This is an optimization exercise on Yosys and OpenROAD, whose aim is small area and a short achievable clock period, not a production implementation.
RTL that was checked went through simulation tests only; none was proved equivalent to the original.
The clock port is modelled as an ideal driver, which makes a skipped or thinned clock tree look cheaper than it is; a real chip needs a root buffer or a tree.
Power and IR drop assume default switching activity.

== the baseline ==
Design SPI_Wrapper, start of the top module:
module SPI_Wrapper (
    input   MOSI,
    input   wclk,
    input   wrst_n,
    input   SS_n,
    output  MISO
);
    wire       act;
    wire [9:0] word;
    wire [7:0] rd_data;
    SPI_SLAVE SPI (
        .MOSI(MOSI),
        .SS_n(SS_n),
        .clk(wclk),
        .rst_n(wrst_n),
        .rd_data(rd_data),
        .MISO(MISO),
        .act(act),
        .word(word)
    );
    RAM Ram (
        .clk(wclk),
        .rst_n(wrst_n),
        .act(act),
        .din(word),
        .P(rd_data)
    );
endmodule
clock: 6.0 ns
lec_check: 0
cap_margin: 30
core_margin: 2
core_utilization: 50
cts_buf_list: sky130_fd_sc_hd__clkbuf_16
cts_cluster_diameter: 80
cts_cluster_size: 30
setup_slack_margin: 4.0
slew_margin: 30
run.sh (not shown) runs the stock make flow with config.mk's settings and CLKGATE_MAP_FILE= SYNTH_SCRIPT=/design/flow/synth_recipe.tcl, a recipe that flattens the netlist after the stock synthesis.
The baseline: all stages complete, timing, DRC and antenna checks passed
The following lists how the candidate was set up differently from the baseline:
Settings: a change of SETUP_SLACK_MARGIN from 4.0 to 3.5.
Findings:
In the tables for the baseline and the candidate, met3 wire length reads higher with the candidate. A capturing instance or port of the critical path of Ram.P[5] is what the candidate shows, while MISO belongs to the baseline. Per the comparison of the candidate with the baseline, routing usage on met1 fell 1.8 points; worst hold slack comparable; routability congestion estimate from global placement went up; via count dropped 440; reported net switching power has increased.
No functional check of the RTL was part of any run of this note.


Setup of v22:
The RTL this note starts from:
==> flow/design.v <==
module SPI_SLAVE (
    input            MOSI,
    input            SS_n,
    input            clk,
    input            rst_n,
    input      [7:0] rd_data,    
    output reg       MISO,
    output           pre,        
    output reg       act,        
    output reg [9:0] word
);
    localparam IC = 2'd0, WR = 2'd1, RA = 2'd2, RD = 2'd3;
    reg [1:0] mode;
    reg [4:0] k;
    reg       flag;              
    reg [7:0] dout;              
    assign pre = !SS_n && mode != IC && k == 5'd14;
    always @(posedge clk)
        word <= {word[8:0], MOSI};
    always @(posedge clk or negedge rst_n) begin
        if (!rst_n) begin
            mode <= IC;
            k    <= 5'd3;
            flag <= 1'b0;
            act  <= 1'b0;
            MISO <= 1'b0;
            dout <= 8'd0;
        end else begin
            act  <= pre;
            MISO <= 1'b0;
            if (act && word[9:8] == 2'b11)
                dout <= rd_data;
            if (SS_n) begin
                mode <= IC;
                k    <= 5'd3;
                if (mode == IC || mode == WR)
                    flag <= 1'b0;
            end else begin
                case (mode)
                    IC: begin
                        if (k == 5'd3) begin
                            k <= 5'd4;
                        end else begin
                            k    <= 5'd5;
                            mode <= MOSI ? (flag ? RD : RA) : WR;
                        end
                    end
                    WR, RA: begin
                        if (k != 5'd15)
                            k <= k + 5'd1;
                        if (mode == WR)
                            flag <= 1'b0;
                        else if (k == 5'd14)
                            flag <= 1'b1;
                    end
                    RD: begin
                        k <= (k == 5'd24) ? 5'd3 : k + 5'd1;
                        if (k == 5'd14)
                            flag <= 1'b0;
                        if (k[4:3] == 2'b10)
                            MISO <= dout[k[2:0]];
                    end
                endcase
            end
        end
    end
endmodule
module RAM (
    input             clk,
    input             rst_n,
    input             pre,       
    input             MOSI,
    input             act,       
    input      [9:0]  din,
    output reg [7:0]  P
);
    localparam NR = 22;
    reg [1:0] c3, c4;
    reg       rho;
    reg [4:0] R;
    reg [1:0] H, lo;
    reg       z;
    reg       pend;          
    reg       cmr;           
    reg       capr;          
    reg       cap0r;         
    reg [7:0] pdata;
    reg [7:0] T;             
    wire [1:0] n3 = c3[1] ? 2'd0 : c3 + 2'd1;
    wire [1:0] n4 = c4 + 2'd1;
    always @(posedge clk) begin
        c3  <= n3;
        c4  <= n4;
        rho <= rho ^ (n3 == 2'd0 && n4 == 2'd0);
    end
    wire [5:0] x = din[6:1];
    reg  [4:0] q;
    reg  [1:0] hq;
    always @(*) begin
        if (x[1:0] != 2'd3) begin
            q  = {1'b0, x[5:2]};
            hq = x[1:0];
        end else if (x[3:2] != 2'd3) begin
            q  = {3'b100, x[5:4]};
            hq = x[3:2];
        end else if (x[5:4] != 2'd3) begin
            q  = 5'd20;
            hq = x[5:4];
        end else begin
            q  = 5'd21;
            hq = 2'd0;
        end
    end
    always @(posedge clk) begin
        if (pre && !din[7]) begin
            R  <= q;
            H  <= hq;
            lo <= {din[0], MOSI};
        end else if (pre && z) begin
            R  <= 5'd0;
            H  <= 2'd0;
            lo <= 2'd0;
        end
    end
    always @(posedge clk or negedge rst_n) begin
        if (!rst_n)
            z <= 1'b1;
        else if (act)
            z <= 1'b0;
    end
    wire write_op = act && din[9:8] == 2'b01;
    wire pend_n   = write_op || (pend && !cmr);
    wire match_n  = n4 == lo && (R == 5'd21 || n3 == H);
    always @(posedge clk) begin
        if (write_op)
            pdata <= din[7:0];
        pend  <= pend_n;
        cmr   <= pend_n && match_n;
        capr  <= match_n;
        cap0r <= n3 == 2'd0 && n4 == 2'd0;
    end
    wire [8*NR-1:0] tap;
    wire [8*NR-1:0] tap1;
    wire [7:0] wd = pdata ^ {8{rho}};
    genvar r;
    generate
        for (r = 0; r < NR; r = r + 1) begin : g_ring
            localparam L = (r == NR - 1) ? 4 : 12;
            reg [8*L-1:0] f;
            wire we = cmr && R == r;
            wire [7:0] last = f[8*L-1:8*L-8];
            if (r == NR - 1) begin : g_plain
                always @(posedge clk)
                    f <= {f[8*L-9:0], we ? pdata : last};
            end else begin : g_inv
                always @(posedge clk)
                    f <= {f[8*L-9:0], ~(we ? wd : last)};
            end
            assign tap[8*r +: 8]  = last;
            assign tap1[8*r +: 8] = f[8*L-9:8*L-16];
        end
    endgenerate
    always @(posedge clk)
        T <= tap1[8*R +: 8];
    wire       rz  = R == 5'd0 && H == 2'd0 && lo == 2'd0;
    wire [7:0] tv  = T ^ {8{rho && R != 5'd21}};
    wire [7:0] t0v = tap[7:0] ^ {8{rho}};
    always @(posedge clk) begin
        if (z) begin
            if (cap0r)
                P <= (cmr && rz) ? pdata : t0v;
        end else begin
            if (capr)
                P <= cmr ? pdata : tv;
        end
    end
endmodule
module SPI_Wrapper (
    input   MOSI,
    input   wclk,
    input   wrst_n,
    input   SS_n,
    output  MISO
);
    wire       pre;
    wire       act;
    wire [9:0] word;
    wire [7:0] rd_data;
    SPI_SLAVE SPI (
        .MOSI(MOSI),
        .SS_n(SS_n),
        .clk(wclk),
        .rst_n(wrst_n),
        .rd_data(rd_data),
        .MISO(MISO),
        .pre(pre),
        .act(act),
        .word(word)
    );
    RAM Ram (
        .clk(wclk),
        .rst_n(wrst_n),
        .pre(pre),
        .MOSI(MOSI),
        .act(act),
        .din(word),
        .P(rd_data)
    );
endmodule
clock: 6.0 ns
lec_check: 0
cap_margin: 30
core_margin: 2
core_utilization: 60
cts_buf_list: sky130_fd_sc_hd__clkbuf_8
cts_cluster_diameter: 50
cts_cluster_size: 18
setup_slack_margin: 3.75
slew_margin: 30
## Diff of input files: v4 against v22
Settings: swapping 18 for 30 in CTS_CLUSTER_SIZE; swapping 50 for 60 in CTS_CLUSTER_DIAMETER; swapping 60 for 70 in CORE_UTILIZATION; swapping sky130_fd_sc_hd__clkbuf_8 for sky130_fd_sc_hd__clkbuf_16 in CTS_BUF_LIST.
==> notes.md <==
v4 ends up with lower die area than v22 does.
Compared to v22, the router laid down more metal wire for v4.
Met1 usage in global routing: v4 vs v22 up 5.4 points
Looking at post-route worst hold slack across v22 and v4, the one that comes out lower is v22.
Per the comparison of v4 with v22, worst-case setup margin in the final layout saw an increase, power dissipated by switching net loads roughly the same, maximum number of pins on one net before global-route repair has decreased.
Power per cell area for v4 is higher than for v22.
v4 — fraction of layout instances using a drive strength above 1 2.7 points lower, v22 as reference
Compare v22 and v4 | final critical-path share of the clock period higher: v22
The inputs of v13 differ from those of v4 as listed below.
Settings: a change of CORE_UTILIZATION from 70 to 50; a change of SETUP_SLACK_MARGIN from 3.75 to 3.7; a change of CTS_CLUSTER_DIAMETER from 60 to 80.
Results
Compared with v4, mean routed wirelength per cell in v13 decreased by more than 10%.
Summary of the comparison: met2 routing resource usage after global routing is lower in v13, relative to v4.
Taking v4 as the reference, in v13 detailed-route wire length on metal 1 grew by 1.3%, wire length on met2 shrank by about 6%, die footprint grew by 39%, post-route minimum period -14 ps, reported leakage power shows a reduction of about 0.6%.
Taking v4 as the reference, in v13 clock group share of total power decreased by 1.5 points relative to the old numbers, number of non-filler instances in the completed layout increased by 372 relative to the old numbers.


Another version of the RTL of SPI_Wrapper (not shown whole).
Size: about 2800 cells after synthesis, ~2100 flip-flops, about 5 I/O pins, ~47000 µm² of cells after synthesis.
Settings: LEC_CHECK=0, CAP_MARGIN=30, CORE_MARGIN=2, CORE_UTILIZATION=50, GPL_TIMING_DRIVEN=0, SETUP_SLACK_MARGIN=3.8, SLEW_MARGIN=30; clock period 6.0 ns.
standard.sh (not shown) runs the stock make flow with config.mk's settings and CLKGATE_MAP_FILE= SYNTH_SCRIPT=/design/flow/synth_recipe.tcl, a recipe that flattens the netlist after the stock synthesis.
==> flow/flow/run.sh <==
#!/bin/bash
# The standard layout, with the clock tree built by flow/cts_tree.tcl.
set -euo pipefail
here=$(pwd)
export PRE_CTS_TCL="$here/flow/cts_tree.tcl"
bash standard.sh > "$here/standard.log" 2>&1
==> flow/flow/cts_tree.tcl <==
# Sourced by ORFS's cts.tcl before clock tree synthesis (PRE_CTS_TCL).
# Replaces TritonCTS with a two-level tree: the clock port drives 4 root
# buffers; each root drives the leaf buffers of one quarter of the die; each
# leaf buffer drives about 32 nearby flip-flops. Sinks are split into groups
# of equal size by recursive bisection along the longer side, so every
# flip-flop sees the same two buffers and about the same load.

proc my_tree_bisect { items n } {
  if { $n <= 1 } { return [list $items] }
  set xs {}; set ys {}
  foreach p $items { lappend xs [lindex $p 1]; lappend ys [lindex $p 2] }
  set xs [lsort -integer $xs]; set ys [lsort -integer $ys]
  set key [expr { ([lindex $xs end] - [lindex $xs 0]) >= ([lindex $ys end] - [lindex $ys 0]) ? 1 : 2 }]
  set s [lsort -integer -index $key $items]
  set n1 [expr { $n / 2 }]
  set k [expr { int(round(double([llength $s]) * $n1 / $n)) }]
  return [concat [my_tree_bisect [lrange $s 0 [expr { $k - 1 }]] $n1] \
                 [my_tree_bisect [lrange $s $k end] [expr { $n - $n1 }]]]
}

proc my_tree_center { g } {
  set sx 0; set sy 0
  foreach p $g { incr sx [lindex $p 1]; incr sy [lindex $p 2] }
  set n [llength $g]
  return [list [expr { $sx / $n }] [expr { $sy / $n }]]
}

rename clock_tree_synthesis my_triton_cts
proc clock_tree_synthesis { args } {
  set leaf_size 32
  set nroot 4
  set buf sky130_fd_sc_hd__clkbuf_16
  set block [ord::get_db_block]
  set master [[ord::get_db] findMaster $buf]
  set src [lindex [get_property [lindex [all_clocks] 0] sources] 0]
  set clk [$block findNet [get_full_name $src]]
  set sinks {}
  foreach it [$clk getITerms] {
    set bb [[$it getInst] getBBox]
    lappend sinks [list $it [expr { ([$bb xMin] + [$bb xMax]) / 2 }] [expr { ([$bb yMin] + [$bb yMax]) / 2 }]]
  }
  set nleaf [expr { int(ceil(double([llength $sinks]) / $leaf_size)) }]
  set nleaf [expr { int(ceil(double($nleaf) / $nroot)) * $nroot }]
  set leaves {}
  set i 0
  foreach g [my_tree_bisect $sinks $nleaf] {
    lassign [my_tree_center $g] cx cy
    set inst [odb::dbInst_create $block $master "clkbuf_leaf_${i}_wclk"]
    $inst setLocation $cx $cy
    $inst setPlacementStatus PLACED
    set net [odb::dbNet_create $block "clknet_leaf_${i}_wclk"]
    $net setSigType CLOCK
    foreach p $g {
      set it [lindex $p 0]
      $it disconnect
      $it connect $net
    }
    [$inst findITerm X] connect $net
    lappend leaves [list $inst $cx $cy]
    incr i
  }
  set j 0
  foreach g [my_tree_bisect $leaves $nroot] {
    lassign [my_tree_center $g] cx cy
    set inst [odb::dbInst_create $block $master "clkbuf_root_${j}_wclk"]
    $inst setLocation $cx $cy
    $inst setPlacementStatus PLACED
    set net [odb::dbNet_create $block "clknet_root_${j}_wclk"]
    $net setSigType CLOCK
    foreach p $g { [[lindex $p 0] findITerm A] connect $net }
    [$inst findITerm X] connect $net
    [$inst findITerm A] connect $clk
    incr j
  }
  puts "bench clock tree: [llength $sinks] sinks, $nleaf leaf buffers, $nroot root buffers"
  set_propagated_clock [all_clocks]
}
Edit:
--- a/flow/flow/cts_tree.tcl
+++ b/flow/flow/cts_tree.tcl
@@ -3,3 +3,3 @@
 # buffers; each root drives the leaf buffers of one quarter of the die; each
-# leaf buffer drives about 32 nearby flip-flops. Sinks are split into groups
+# leaf buffer drives about 28 nearby flip-flops. Sinks are split into groups
 # of equal size by recursive bisection along the longer side, so every
@@ -29,7 +29,7 @@
 proc clock_tree_synthesis { args } {
-  set leaf_size 32
+  set leaf_size 28
   set nroot 4
-  set buf sky130_fd_sc_hd__clkbuf_16
   set block [ord::get_db_block]
-  set master [[ord::get_db] findMaster $buf]
+  set master [[ord::get_db] findMaster sky130_fd_sc_hd__clkbuf_16]
+  set lmaster [[ord::get_db] findMaster sky130_fd_sc_hd__clkbuf_16]
   set src [lindex [get_property [lindex [all_clocks] 0] sources] 0]
@@ -47,3 +47,3 @@
     lassign [my_tree_center $g] cx cy
-    set inst [odb::dbInst_create $block $master "clkbuf_leaf_${i}_wclk"]
+    set inst [odb::dbInst_create $block $lmaster "clkbuf_leaf_${i}_wclk"]
     $inst setLocation $cx $cy
GPL_TIMING_DRIVEN = default   (was 0)
SETUP_SLACK_MARGIN = 3.9   (was 3.8)
Effect: Register-to-register slack improves by 0.16 ns; critical path depth drops by 5; cell count drops by 1.8%; sequential share of layout area climbs by 0.50 points.
Edit:
--- a/flow/flow/cts_tree.tcl
+++ b/flow/flow/cts_tree.tcl
@@ -2,4 +2,4 @@
 # Replaces TritonCTS with a two-level tree: the clock port drives 4 root
-# buffers; each root drives the leaf buffers of one quarter of the die; each
-# leaf buffer drives about 28 nearby flip-flops. Sinks are split into groups
+# buffers (buf_16); each root drives the leaf buffers of one quarter of the
+# die; each leaf buffer (buf_12) drives about 28 nearby flip-flops. Sinks are split into groups
 # of equal size by recursive bisection along the longer side, so every
@@ -32,4 +32,4 @@
   set block [ord::get_db_block]
-  set master [[ord::get_db] findMaster sky130_fd_sc_hd__clkbuf_16]
-  set lmaster [[ord::get_db] findMaster sky130_fd_sc_hd__clkbuf_16]
+  set master [[ord::get_db] findMaster sky130_fd_sc_hd__buf_16]
+  set lmaster [[ord::get_db] findMaster sky130_fd_sc_hd__buf_12]
   set src [lindex [get_property [lindex [all_clocks] 0] sources] 0]
SETUP_SLACK_MARGIN = 3.8   (was 3.9)
Via count decreases by 0.63%.
Setup slack is better by 0.030 ns.
Final area goes down by 0.74%.
Total power goes down by 0.87%.
Global-route usage went down by 0.19 points.
Hold slack gains 0.016 ns.
Sequential power stays flat.
Routed wire length drops by 0.38%.
Synthesized area is unchanged.
Edit:
--- a/flow/flow/cts_tree.tcl
+++ b/flow/flow/cts_tree.tcl
@@ -2,4 +2,4 @@
 # Replaces TritonCTS with a two-level tree: the clock port drives 4 root
-# buffers (buf_16); each root drives the leaf buffers of one quarter of the
-# die; each leaf buffer (buf_12) drives about 28 nearby flip-flops. Sinks are split into groups
+# buffers; each root drives the leaf buffers of one quarter of the die; each
+# leaf buffer drives about 32 nearby flip-flops. Sinks are split into groups
 # of equal size by recursive bisection along the longer side, so every
@@ -29,7 +29,7 @@
 proc clock_tree_synthesis { args } {
-  set leaf_size 28
+  set leaf_size 32
   set nroot 4
+  set buf sky130_fd_sc_hd__clkbuf_16
   set block [ord::get_db_block]
-  set master [[ord::get_db] findMaster sky130_fd_sc_hd__buf_16]
-  set lmaster [[ord::get_db] findMaster sky130_fd_sc_hd__buf_12]
+  set master [[ord::get_db] findMaster $buf]
   set src [lindex [get_property [lindex [all_clocks] 0] sources] 0]
@@ -47,3 +47,3 @@
     lassign [my_tree_center $g] cx cy
-    set inst [odb::dbInst_create $block $lmaster "clkbuf_leaf_${i}_wclk"]
+    set inst [odb::dbInst_create $block $master "clkbuf_leaf_${i}_wclk"]
     $inst setLocation $cx $cy
CORE_UTILIZATION = 70   (was 50)
SETUP_SLACK_MARGIN = 3.9   (was 3.8)
Effect:
- clock power is lower by about 0.9%
- wire length came out higher by 3.7%
- final area is about the same
No run of this note takes its clock network from TritonCTS; it comes from the design's own scripts or RTL.

==> separate check: timing with driven ports <==
Ports are ideal in the flow. The routed layouts listed here were re-timed in OpenROAD.
Step 1 assumes that a clkbuf_16 drives the clock port and a buf_2 every other input.
Step 2 times the ports against the registers' clock, not the clock port: input delays grow and output delays shrink by t, the midpoint of the rising clock arrivals with the driver on.
Three values: no drivers, after step 1, after step 2; two values: the first two.
run	t (ns)	slack for setup (ns)	worst data-port slew with drivers (ns)
the baseline	0.728	3.573 / 3.505 / 3.335	0.07
the candidate	0.727	3.552 / 3.552 / 3.374	0.07
v22	0.846	3.526 / 3.462 / 3.007	0.03
v4	0.728	3.633 / 3.565 / 3.309	0.03
v13	0.726	3.647 / 3.580 / 3.372	0.03
the first run of note 3	0.645	3.759 / 3.640 / 3.595	0.03
the second run of note 3	0.655	3.767 / 3.618 / 3.629	0.03
the third run of note 3	0.629	3.796 / 3.639 / 3.393	0.03
the fourth run of note 3	0.625	3.777 / 3.644 / 3.652	0.03
After both steps setup and hold are still met in every run listed. For v22, which loses most, drivers alone change the setup slack by -0.064 ns; drivers and shift together by -0.519 ns.
